This is an optimization exercise on Yosys and OpenROAD, whose aim is small area, a short achievable clock period and few clock cycles, not a production implementation. Power is estimated from default activity; no workload was simulated.

## run A
## DMA_AHB_Master
module DMA_AHB_Master #(
    parameter ADDR_WIDTH = 32,
    parameter DATA_WIDTH = 32,
    parameter BASE_ADDR  = 32'h0000_0000
)(
    input wire HCLK,
    input wire HRESETn,
    input wire [ADDR_WIDTH-1:0] HADDR,
    input wire [1:0] HTRANS,
    input wire HWRITE,
    input wire [DATA_WIDTH-1:0] HWDATA,
    output reg [DATA_WIDTH-1:0] HRDATA,
    output reg [ADDR_WIDTH-1:0] master_HADDR,
    output reg [2:0] master_HBURST,
    output reg master_HMASTLOCK,
    output reg [3:0] master_HPROT,
    output reg [2:0] master_HSIZE,
    output reg [1:0] master_HTRANS,
    output reg [DATA_WIDTH-1:0] master_HWDATA,
    output reg master_HWRITE,
    input wire [DATA_WIDTH-1:0] master_HRDATA,
    input wire master_HREADY,
    input wire master_HRESP
);
    reg [31:2] src_q;
    reg [31:2] dst_q;
    reg [31:0] size_q;
    reg        busy;
    reg        done;
    reg        wr_q;       
    reg [31:2] addr_q;
    reg [31:2] alt_q;
    reg [28:0] left_q;     
    reg [31:0] data_q;
    wire acc   = HTRANS[1];
    wire a_start = (HADDR == BASE_ADDR);
    wire a_src   = (HADDR == BASE_ADDR + 4);
    wire a_dst   = (HADDR == BASE_ADDR + 8);
    wire a_size  = (HADDR == BASE_ADDR + 12);
    wire a_done  = (HADDR == BASE_ADDR + 16);
    wire st    = acc & HWRITE & a_start & HWDATA[0];
    wire frac  = |size_q[1:0];
    wire last  = (left_q == 29'd0) | ((left_q == 29'd1) & ~frac);
    wire fin   = busy & wr_q & master_HREADY & last;
    wire busy_d = st | (busy & ~fin);
    always @(posedge HCLK or negedge HRESETn) begin
        if (!HRESETn) begin
            src_q  <= 30'd0;
            dst_q  <= 30'd0;
            size_q <= 32'd0;
            busy   <= 1'b0;
            done   <= 1'b0;
        end else begin
            if (acc & HWRITE & a_src)  src_q  <= HWDATA[31:2];
            if (acc & HWRITE & a_dst)  dst_q  <= HWDATA[31:2];
            if (acc & HWRITE & a_size) size_q <= HWDATA;
            busy <= busy_d;
            done <= (done & ~st) | fin;
        end
    end
    always @(posedge HCLK) begin
        if (~busy) begin
            wr_q   <= 1'b0;
            addr_q <= src_q;
            alt_q  <= dst_q;
            left_q <= size_q[30:2];
        end else if (master_HREADY) begin
            wr_q   <= ~wr_q;
            addr_q <= alt_q;
            alt_q  <= addr_q + 30'd1;
  ...
Settings: LEC_CHECK=0, ABC_CLOCK_PERIOD_IN_PS=2400, CAP_MARGIN=20, CORE_MARGIN=2, CORE_UTILIZATION=40, PLACE_DENSITY=0.6, SETUP_SLACK_MARGIN=3.6, SLEW_MARGIN=20; clock period 6.0 ns.
run.sh (not shown) runs the stock make flow with config.mk's settings and CLKGATE_MAP_FILE= SYNTH_SCRIPT=/design/flow/synth_recipe.tcl, a recipe that flattens the netlist after the stock synthesis.
Run A did not stop at any stage, and its layout met the timing, design-rule and antenna checks.
Setup changes, run A to run B
Settings: clearing ABC_CLOCK_PERIOD_IN_PS, which used to be 2400; swapping 3.6 for 3.0 in SETUP_SLACK_MARGIN.
In run B the multi-input logic portion of the cell area turned out 0.29 points lower than in run A. Sequential cell area essentially unchanged between run A and run B. Detailed-route wire length delta (run B − run A): favourable. Proportion of layout cells with a drive suffix above 1: run B vs run A down 12 points.
> inputs changed (run B -> run C)
Settings: changing SETUP_SLACK_MARGIN from 3.0 to 3.6.
==> flow/flow/run.sh (new file) <==
#!/bin/bash
# Standard ORFS layout, with plain buffers on the ports instead of the
# delay cells buffer_ports picks by default. Synthesis is the standard one.
set -euo pipefail
bash standard.sh synth > synth.log 2>&1
export BUFFER_PORTS_ARGS="-buffer_cell sky130_fd_sc_hd__buf_1"
bash standard.sh > layout.log 2>&1
==> flow/standard.sh (new file) <==
#!/bin/bash
# synth_recipe.tcl (not shown) runs the flow's synth.tcl, then flattens the netlist and writes it again
# the make line also repeats each setting of config.mk as NAME=value (left out here)
make -C /OpenROAD-flow-scripts/flow DESIGN_CONFIG=/design/flow/config.mk WORK_HOME=/design/flow/orfs CLKGATE_MAP_FILE= SYNTH_SCRIPT=/design/flow/synth_recipe.tcl "${@:-finish}"
removed: flow/run.sh
--- outcome ---
NOTE final layout net count run B->run C increased slightly. Compared with run B, run C shows global-route wire length before repair that has gone down by a few percent. The highest-delay cell along the critical path comes out sky130_fd_sc_hd__or4b_4 in one run and sky130_fd_sc_hd__or4_4 in the other, namely in run C and run B respectively. Setup WNS run B -> run C: better. Power spent charging and discharging nets was higher in the run labelled run C.
Changes in run D relative to run C:
Settings: SETUP_SLACK_MARGIN now 3.8, was 3.6.
==> flow/run.sh (new file) <==
#!/bin/bash
# synth_recipe.tcl (not shown) runs the flow's synth.tcl, then flattens the netlist and writes it again
# the make line also repeats each setting of config.mk as NAME=value (left out here)
make -C /OpenROAD-flow-scripts/flow DESIGN_CONFIG=/design/flow/config.mk WORK_HOME=/design/flow/orfs CLKGATE_MAP_FILE= SYNTH_SCRIPT=/design/flow/synth_recipe.tcl finish
removed: flow/flow/run.sh
removed: flow/standard.sh
==> notes.md <==
Going from run C to run D, total clock network power shrank by a few percent.
Run C → run D: portion of total power attributed to the clock network down 2.3 points; minimum period implied by the final worst setup slack climbed 190 ps; least setup slack across all paths after layout lost 190 ps.
Of run D and run C, it is run D that has the higher multi-input combinational gate total.
In run D, the global routing usage summed across all routing layers came out 1.9 points above the value in run C.
[compare] base=run C new=run D: number of iterations in the first detailed-routing pass lost 2, proportion of final cell area spent on non-clock buffers picked up an extra 8.7 points.
Function was not checked in any run of this note: the RTL went through the layout flow alone.

[separate check: timing with driven ports]
In the flow no input, the clock included, has a driving cell. The finished layouts below were timed again as built, in two steps. Step 1, drivers: a clkbuf_16 drives HCLK and a buf_2 each remaining input, both assumed. Step 2 also shifts input and output timing later by t, the mid clock arrival at the registers, as if the neighbouring blocks saw the same clock. Three values: no drivers, after step 1, after step 2; two values: the first two.
run	t, ns	setup slack, ns	worst setup path at the end	clock arrival spread, ns	worst register clock-pin slew, ns
run A	0.578	2.766 / 2.779 / 2.201	input to register	0.016 / 0.016	0.06 / 0.06
run B	0.582	2.722 / 2.734 / 2.152	input to register	0.019 / 0.020	0.06 / 0.06
run C	0.589	2.898 / 2.927 / 2.338	input to register	0.013 / 0.013	0.06 / 0.06
run D	0.593	2.707 / 2.727 / 2.134	input to register	0.019 / 0.018	0.06 / 0.06
After both steps setup and hold are still met in every run listed. The setup slack of run D, which loses most, moves by +0.020 ns with the drivers and by -0.573 ns with both steps.
